Background: an optimization exercise with open tools, aiming at small area. Do not read the settings as production practice. In this exercise RTL edits were held to simulation tests only and were not proved equivalent to the original. Power and IR drop assume default switching activity.

==> flow/design.v <==
`timescale 1ns / 1ps
module iic_driver #
	(
		parameter	CLKIN_MHz = 100,
		parameter 	IIC_KHz = 1000,
		parameter	TIMEOUT_us = 1,
		parameter	RESTART_DELAY_us = 0
	)
	(
	input 				clk_in,
	input 				rst_n,
	input 				sda_in,
	output				sda_out,
	output				sda_en,
	output				scl,
	input				cmd_en,
	input	[7:0]		addr,
	input	[31:0]		cmd,
	input	[2:0]		cmd_len,
	input				wdata_vld,
	input	[7:0]		wdata,
	input	[7:0]		rd_len,
	output	[7:0]	rdata,
	output				rdata_vld,
	output				cmd_done,
	output	reg 		opt_err
    );
localparam	S_IDLE0   = 4'b0000,	 
			S_IDLE1   = 4'b0001,	 
			S_STARTA  = 4'b0010,	 
			S_STARTR  = 4'b0011,	 
			S_W_ADDR  = 4'b0100,
			S_W_CMD   = 4'b0101,
			S_W_WR    = 4'b0110,
			S_W_RADDR = 4'b0111,
			S_A_ADDR  = 4'b1000,
			S_A_CMD   = 4'b1001,
			S_A_WR    = 4'b1010,
			S_A_RADDR = 4'b1011,
			S_DELAY   = 4'b1100,
			S_READ    = 4'b1101,
			S_ASK     = 4'b1110,
			S_STOP    = 4'b1111;
reg [3:0]	st, nst;
reg [6:0]	clk_cnt;	 
reg			cnt_flag;
reg [7:0]	tcnt;		 
reg [7:0]	bc;			 
reg			cmd_en_z;
reg [7:0]	fifo [0:31];
wire rise   = cmd_en & ~cmd_en_z;
wire c24    = (clk_cnt == 7'd24);
wire c99    = (clk_cnt == 7'd99);
wire ge74   = (clk_cnt >= 7'd74);
wire ge50   = (clk_cnt >= 7'd50);
wire lt25   = (clk_cnt < 7'd25);
wire is_idle  = (st[3:1] == 3'b000);
wire is_start = (st[3:1] == 3'b001);
wire is_w     = (st[3:2] == 2'b01);
wire is_a     = (st[3:2] == 2'b10);
localparam [7:0] T_S0 = 8'h97;
wire [7:0] tnext  = {tcnt[6:0], ~(tcnt[7] ^ tcnt[6] ^ tcnt[1] ^ tcnt[0])};
wire last_bit = ~tcnt[2] & tcnt[1];
wire t32      = tcnt[6] & tcnt[2] & tcnt[0];
wire tmo      = (tcnt[7] & ~tcnt[6] & tcnt[5] & ~tcnt[3] & ~tcnt[2] & tcnt[1]) | opt_err;
wire sec      = t32 | st[0];	 
wire post     = lt25 & sec;		 
wire last_cmd = (bc[7:6] == cmd_len[1:0]);
wire last_wr  = bc[5];
wire last_rd  = &bc;	 
wire align    = (st == S_STARTA) & clk_cnt[6] & ~t32;
wire consume  = (st == S_W_WR) & c24 & last_bit;
wire rd_shift = (st == S_READ) & c99;
wire shift    = wdata_vld | align | consume | rd_shift;
wire lo_inc   = align | consume | ((st == S_READ) & c24 & last_bit);
wire hi_inc   = ((st == S_W_CMD) & c24 & last_bit) | (lo_inc & (&bc[5:0]));
always @(*) begin
	nst = st;
	case (st)
	S_IDLE0, S_IDLE1:
		if (rise) nst = S_STARTA;
	S_STARTA, S_STARTR:
		if (c24 & sec) nst = {2'b01, st[0], st[0]};
	S_W_ADDR, S_W_CMD, S_W_WR, S_W_RADDR:
		if (c24 & last_bit) nst = {2'b10, st[1:0]};
	S_A_ADDR:
		if (c24) begin
			if (tmo) nst = S_STOP;
			else if (cmd_len != 3'd0) nst = S_W_CMD;
			else if (addr[0]) nst = S_READ;
			else nst = S_W_WR;
		end
	S_A_CMD:
		if (c24) begin
			if (tmo) nst = S_STOP;
			else if (!last_cmd) nst = S_W_CMD;
			else if (addr[0]) nst = S_DELAY;
			else if (last_wr) nst = S_STOP;
			else nst = S_W_WR;
		end
	S_A_WR:
		if (c24) begin
			if (tmo | last_wr) nst = S_STOP;
			else nst = S_W_WR;
		end
	S_A_RADDR:
		if (c24) nst = tmo ? S_STOP : S_READ;
	S_DELAY:
		if (c24) nst = S_STARTR;
	S_READ:
		if (c24 & last_bit) nst = S_ASK;
	S_ASK:
		if (c24) nst = last_rd ? S_STOP : S_READ;
	S_STOP:
		if (c24) nst = S_IDLE1;
	endcase
end
always @(posedge clk_in or negedge rst_n)
	if (~rst_n) st <= S_IDLE0;
	else st <= nst;
always @(posedge clk_in) begin
	cmd_en_z <= cmd_en;
	if (is_idle | c99) clk_cnt <= 7'd0;
	else if (cnt_flag) clk_cnt <= clk_cnt + 7'd1;
	cnt_flag <= ~((is_a & ge74 & ~tmo & sda_in) | ((nst == S_DELAY) & (st != S_DELAY)));
	if (st[3] & (st != S_READ)) tcnt <= c24 ? T_S0 : tnext;
	else if (is_idle) tcnt <= wdata_vld ? tnext : T_S0;
	else if (is_start) begin
		if (c24 & sec) tcnt <= T_S0;
		else if (wdata_vld | align) tcnt <= tnext;
	end
	else if (c24) tcnt <= tnext;
	if (is_idle) bc <= 8'd0;
	else if ((st == S_A_RADDR) | ((st == S_A_ADDR) & addr[0] & (cmd_len == 3'd0)))
		bc <= ~rd_len;
	else begin
		if (lo_inc) bc[5:0] <= bc[5:0] + 6'd1;
		if (hi_inc) bc[7:6] <= bc[7:6] + 2'd1;
	end
end
integer i;
always @(posedge clk_in)
	if (shift) begin
		fifo[0] <= st[3] ? {fifo[0][6:0], sda_in} : wdata;
		for (i = 1; i < 32; i = i + 1)
			fifo[i] <= fifo[i-1];
	end
always @(posedge clk_in or negedge rst_n)
	if (~rst_n) opt_err <= 1'b0;
	else if (rise) opt_err <= 1'b0;
	else if (is_a & tmo) opt_err <= 1'b1;
reg [2:0] bidx;
always @(*)
	case (tcnt[6:4])
	3'd1: bidx = 3'd7;
	3'd2: bidx = 3'd6;
	3'd5: bidx = 3'd5;
	3'd3: bidx = 3'd4;
	3'd7: bidx = 3'd3;
	3'd6: bidx = 3'd2;
	3'd4: bidx = 3'd1;
	default: bidx = 3'd0;
	endcase
wire cmd_bit  = cmd[{bc[7:6], bidx}];
wire addr_bit = (bidx == 3'd0) ? (st[0] | ((cmd_len == 3'd0) & addr[0])) : addr[bidx];
wire wr_bit   = fifo[31][bidx];
wire txbit    = (st[1:0] == 2'b01) ? cmd_bit : (st[1:0] == 2'b10) ? wr_bit : addr_bit;
reg sda_o;
always @(*) begin
	case (st)
	S_STARTA, S_STARTR: sda_o = ~ge50 & ~post;
	S_W_ADDR, S_W_CMD, S_W_WR, S_W_RADDR: sda_o = txbit;
	S_ASK:  sda_o = last_rd;
	S_STOP: sda_o = lt25;
	default: sda_o = 1'b1;
	endcase
end
assign sda_out = sda_o;
assign sda_en = ~(is_a | (st == S_READ));
assign scl = is_idle | ge50 | (is_start & ~post) | (((st == S_DELAY) | (st == S_STOP)) & lt25);
assign rdata     = fifo[0];
assign rdata_vld = (st == S_ASK) & (clk_cnt == 7'd25);
assign cmd_done  = (st == S_IDLE1);
endmodule
clock: 10.0 ns
lec_check: 0
cap_margin: 20
core_margin: 2
core_utilization: 40
slew_margin: 20
standard.sh (not shown) runs the stock make flow with config.mk's settings and CLKGATE_MAP_FILE= SYNTH_SCRIPT=/design/flow/synth_recipe.tcl, a recipe that flattens the netlist after the stock synthesis.
==> flow/flow/run.sh <==
#!/bin/bash
# The standard layout with these changes:
# - synthesis maps the logic with an area-oriented ABC script (flow/synth.tcl,
#   flow/abc_area.script)
# - ports are buffered with the smallest buffer
# - CTS uses clkbuf_8 leaf buffers for clusters of at most 16 sinks, clkbuf_4
#   above them, and inserts no dummy loads
set -euo pipefail
here=$(pwd)
export FLOW_WORK=$here
export MY_ABC_SCRIPT=$here/flow/abc_area.script
export BUFFER_PORTS_ARGS="-buffer_cell sky130_fd_sc_hd__buf_1"
export CTS_ARGS='-sink_clustering_enable -repair_clock_nets -dont_use_dummy_load -buf_list {sky130_fd_sc_hd__clkbuf_4 sky130_fd_sc_hd__clkbuf_8} -root_buf sky130_fd_sc_hd__clkbuf_4 -tree_buf sky130_fd_sc_hd__clkbuf_4 -sink_clustering_buffer sky130_fd_sc_hd__clkbuf_8 -sink_clustering_size 16 -sink_clustering_max_diameter 80'
sed "s|SYNTH_SCRIPT=[^ ]*|SYNTH_SCRIPT=$here/flow/synth.tcl|" standard.sh > synth_area.sh
bash synth_area.sh synth > synth_make.log 2>&1
bash standard.sh > flow_make.log 2>&1
==> flow/flow/abc_area.script <==
strash
&get -n
&deepsyn -J 50 -T 100
&put
dc2
dch -f
amap
strash
dc2
dch -f
amap
topo
==> flow/flow/synth.tcl <==
# The standard synthesis (synth_recipe.tcl), with one change: the final
# technology mapping uses the area-oriented ABC script in MY_ABC_SCRIPT
# instead of ORFS's speed script. Registers are mapped before ABC runs, so
# they are the same as in the standard synthesis.
proc abc {args} {
  set i [lsearch -exact $args -script]
  if {$i >= 0} { lset args [expr {$i + 1}] $::env(MY_ABC_SCRIPT) }
  yosys abc {*}$args
}
source $::env(FLOW_WORK)/synth_recipe.tcl
The first run completed with no timing, DRC or antenna violations.
Edit:
--- a/flow/design.v
+++ b/flow/design.v
@@ -58,29 +58,23 @@
 wire is_start = (st[3:1] == 3'b001);
 wire is_w     = (st[3:2] == 2'b01);
 wire is_a     = (st[3:2] == 2'b10);
-localparam [7:0] T_S0 = 8'h97;
-wire [7:0] tnext  = {tcnt[6:0], ~(tcnt[7] ^ tcnt[6] ^ tcnt[1] ^ tcnt[0])};
-wire last_bit = ~tcnt[2] & tcnt[1];
-wire t32      = tcnt[6] & tcnt[2] & tcnt[0];
-wire tmo      = (tcnt[7] & ~tcnt[6] & tcnt[5] & ~tcnt[3] & ~tcnt[2] & tcnt[1]) | opt_err;
-wire sec      = t32 | st[0];	 
-wire post     = lt25 & sec;		 
+wire tmo      = tcnt >= 8'd156;
+wire last_bit = &tcnt[2:0];
+wire post     = lt25 & tcnt[5];	 
 wire last_cmd = (bc[7:6] == cmd_len[1:0]);
 wire last_wr  = bc[5];
 wire last_rd  = &bc;	 
-wire align    = (st == S_STARTA) & clk_cnt[6] & ~t32;
+wire align    = (st == S_STARTA) & clk_cnt[6] & ~tcnt[5];
 wire consume  = (st == S_W_WR) & c24 & last_bit;
 wire rd_shift = (st == S_READ) & c99;
 wire shift    = wdata_vld | align | consume | rd_shift;
-wire lo_inc   = align | consume | ((st == S_READ) & c24 & last_bit);
-wire hi_inc   = ((st == S_W_CMD) & c24 & last_bit) | (lo_inc & (&bc[5:0]));
 always @(*) begin
 	nst = st;
 	case (st)
 	S_IDLE0, S_IDLE1:
 		if (rise) nst = S_STARTA;
 	S_STARTA, S_STARTR:
-		if (c24 & sec) nst = {2'b01, st[0], st[0]};
+		if (c24 & tcnt[5]) nst = {2'b01, st[0], st[0]};
 	S_W_ADDR, S_W_CMD, S_W_WR, S_W_RADDR:
 		if (c24 & last_bit) nst = {2'b10, st[1:0]};
 	S_A_ADDR:
@@ -123,20 +117,20 @@
 	if (is_idle | c99) clk_cnt <= 7'd0;
 	else if (cnt_flag) clk_cnt <= clk_cnt + 7'd1;
 	cnt_flag <= ~((is_a & ge74 & ~tmo & sda_in) | ((nst == S_DELAY) & (st != S_DELAY)));
-	if (st[3] & (st != S_READ)) tcnt <= c24 ? T_S0 : tnext;
-	else if (is_idle) tcnt <= wdata_vld ? tnext : T_S0;
+	if (is_a) tcnt <= c24 ? 8'd0 : tcnt + 8'd1;
+	else if (st == S_DELAY) tcnt <= tcnt + 8'd1;
+	else if (st == S_ASK) tcnt <= 8'd0;
+	else if (is_idle) tcnt <= wdata_vld ? tcnt + 8'd1 : 8'd0;
 	else if (is_start) begin
-		if (c24 & sec) tcnt <= T_S0;
-		else if (wdata_vld | align) tcnt <= tnext;
+		if (c24 & tcnt[5]) tcnt <= 8'd0;
+		else if (wdata_vld | align) tcnt <= tcnt + 8'd1;
 	end
-	else if (c24) tcnt <= tnext;
+	else if (c24) tcnt <= tcnt + 8'd1;
 	if (is_idle) bc <= 8'd0;
+	else if (align | consume | (((st == S_W_CMD) | (st == S_READ)) & c24 & last_bit))
+		bc <= bc + ((st == S_W_CMD) ? 8'd64 : 8'd1);
 	else if ((st == S_A_RADDR) | ((st == S_A_ADDR) & addr[0] & (cmd_len == 3'd0)))
 		bc <= ~rd_len;
-	else begin
-		if (lo_inc) bc[5:0] <= bc[5:0] + 6'd1;
-		if (hi_inc) bc[7:6] <= bc[7:6] + 2'd1;
-	end
 end
 integer i;
 always @(posedge clk_in)
@@ -149,18 +143,7 @@
 	if (~rst_n) opt_err <= 1'b0;
 	else if (rise) opt_err <= 1'b0;
 	else if (is_a & tmo) opt_err <= 1'b1;
-reg [2:0] bidx;
-always @(*)
-	case (tcnt[6:4])
-	3'd1: bidx = 3'd7;
-	3'd2: bidx = 3'd6;
-	3'd5: bidx = 3'd5;
-	3'd3: bidx = 3'd4;
-	3'd7: bidx = 3'd3;
-	3'd6: bidx = 3'd2;
-	3'd4: bidx = 3'd1;
-	default: bidx = 3'd0;
-	endcase
+wire [2:0] bidx = ~tcnt[2:0];
 wire cmd_bit  = cmd[{bc[7:6], bidx}];
 wire addr_bit = (bidx == 3'd0) ? (st[0] | ((cmd_len == 3'd0) & addr[0])) : addr[bidx];
 wire wr_bit   = fifo[31][bidx];
Result: Count of clock-buffer cells in the layout goes down by 1. Via count came out higher by about 2.3%. Critical path depth decreases by 3. Power fell by 19%. Clock skew decreases by 86 ps. Non-clock buffer count does not change. Final area grows by about 1.1%. Routed wire length shrinks by 3.0%. Core utilization went up by 0.24 points. Sequential share of layout area decreases by 0.86 points. Cell count rose by about 3%. Worst setup slack improves by 130 ps. Synthesized cell count is higher by 5.3%.


Setup of amber:
// iic_driver: RTL as listed in full above, without the edits since
Settings: LEC_CHECK=0, CAP_MARGIN=20, CORE_MARGIN=2, CORE_UTILIZATION=40, SLEW_MARGIN=20; clock period 10.0 ns.
==> flow/flow/run.sh <==
#!/bin/bash
# The standard layout with these changes:
# - synthesis maps the logic with an area-oriented ABC script (flow/synth.tcl,
#   flow/abc_area.script) and leaves adders to ABC (no ADDER_MAP_FILE)
# - ports are buffered with the smallest buffer
# - CTS uses clkbuf_8 leaf buffers for clusters of at most 16 sinks, clkbuf_4
#   above them, and inserts no dummy loads
set -euo pipefail
here=$(pwd)
export FLOW_WORK=$here
export MY_ABC_SCRIPT=$here/flow/abc_area.script
export BUFFER_PORTS_ARGS="-buffer_cell sky130_fd_sc_hd__buf_1"
export CTS_ARGS='-sink_clustering_enable -repair_clock_nets -dont_use_dummy_load -buf_list {sky130_fd_sc_hd__clkbuf_4 sky130_fd_sc_hd__clkbuf_8} -root_buf sky130_fd_sc_hd__clkbuf_4 -tree_buf sky130_fd_sc_hd__clkbuf_4 -sink_clustering_buffer sky130_fd_sc_hd__clkbuf_8 -sink_clustering_size 16 -sink_clustering_max_diameter 80'
sed "s|SYNTH_SCRIPT=[^ ]*|SYNTH_SCRIPT=$here/flow/synth.tcl|" standard.sh > synth_area.sh
ADDER_MAP_FILE= bash synth_area.sh synth > synth_make.log 2>&1
bash standard.sh > flow_make.log 2>&1
Scripts as last shown in full above: flow/flow/abc_area.script, flow/flow/synth.tcl
## Diff of input files: tundra against amber
diff --git a/flow/design.v b/flow/design.v
--- a/flow/design.v
+++ b/flow/design.v
@@ -71,10 +71,8 @@
 wire align    = (st == S_STARTA) & clk_cnt[6] & ~t32;
 wire consume  = (st == S_W_WR) & c24 & last_bit;
 wire rd_shift = (st == S_READ) & c99;
 wire shift    = wdata_vld | align | consume | rd_shift;
-wire lo_inc   = align | consume | ((st == S_READ) & c24 & last_bit);
-wire hi_inc   = ((st == S_W_CMD) & c24 & last_bit) | (lo_inc & (&bc[5:0]));
 always @(*) begin
 	nst = st;
 	case (st)
 	S_IDLE0, S_IDLE1:
@@ -130,14 +128,12 @@
 		else if (wdata_vld | align) tcnt <= tnext;
 	end
 	else if (c24) tcnt <= tnext;
 	if (is_idle) bc <= 8'd0;
+	else if (align | consume | (((st == S_W_CMD) | (st == S_READ)) & c24 & last_bit))
+		bc <= bc + ((st == S_W_CMD) ? 8'd64 : 8'd1);
 	else if ((st == S_A_RADDR) | ((st == S_A_ADDR) & addr[0] & (cmd_len == 3'd0)))
 		bc <= ~rd_len;
-	else begin
-		if (lo_inc) bc[5:0] <= bc[5:0] + 6'd1;
-		if (hi_inc) bc[7:6] <= bc[7:6] + 2'd1;
-	end
 end
 integer i;
 always @(posedge clk_in)
 	if (shift) begin
Results
- Summary of tundra over amber: total routing resource utilization after global routing saw a decrease; clock transition at the register clock pins on the worst setup and hold paths after CTS has remained practically unchanged; power after layout went down 20%.
- ~same area after synthesis in amber and tundra
- On die area, tundra tracks amber almost exactly.
- From amber to tundra the numbers moved as follows: gate count after technology mapping fell 7, global-route wire length before repair decreased by 3.7% relative to the old numbers, slew at the pin closest to its max-slew limit up 0.11 ns.
- In tundra, the post-synthesis cell type count came out 5 above the value in amber.
- Relative to amber, the power density over the cells measured on tundra has decreased by more than 10%.

==> port drivers added, routing unchanged <==
Ports are ideal in the flow. The routed layouts listed here were re-timed in OpenROAD.
Step 1 assumes that a clkbuf_16 drives the clock port and a buf_2 every other input.
Step 2 moves the port delays by t, midway between the first and last clock arrival at a register: inputs arrive t later, outputs are due t later. That takes back most of the time a late clock gives input paths.
Three values: ideal, step 1, step 2; two values: the first two.
| run | t, ns | setup WS [ns] | worst setup path after step 2 |
|---|---|---|---|
| the first run of note 1 | 0.661 | 4.372 / 4.335 / 4.335 | input to output |
| the second run of note 1 | 0.655 | 4.499 / 4.474 / 4.474 | input to output |
| amber | 0.663 | 4.350 / 4.326 / 4.326 | input to output |
| tundra | 0.656 | 4.380 / 4.360 / 4.360 | input to output |
After both steps setup and hold are still met in every run listed. The setup slack of the first run of note 1, which loses most, moves by -0.037 ns with the drivers and by -0.037 ns with both steps.
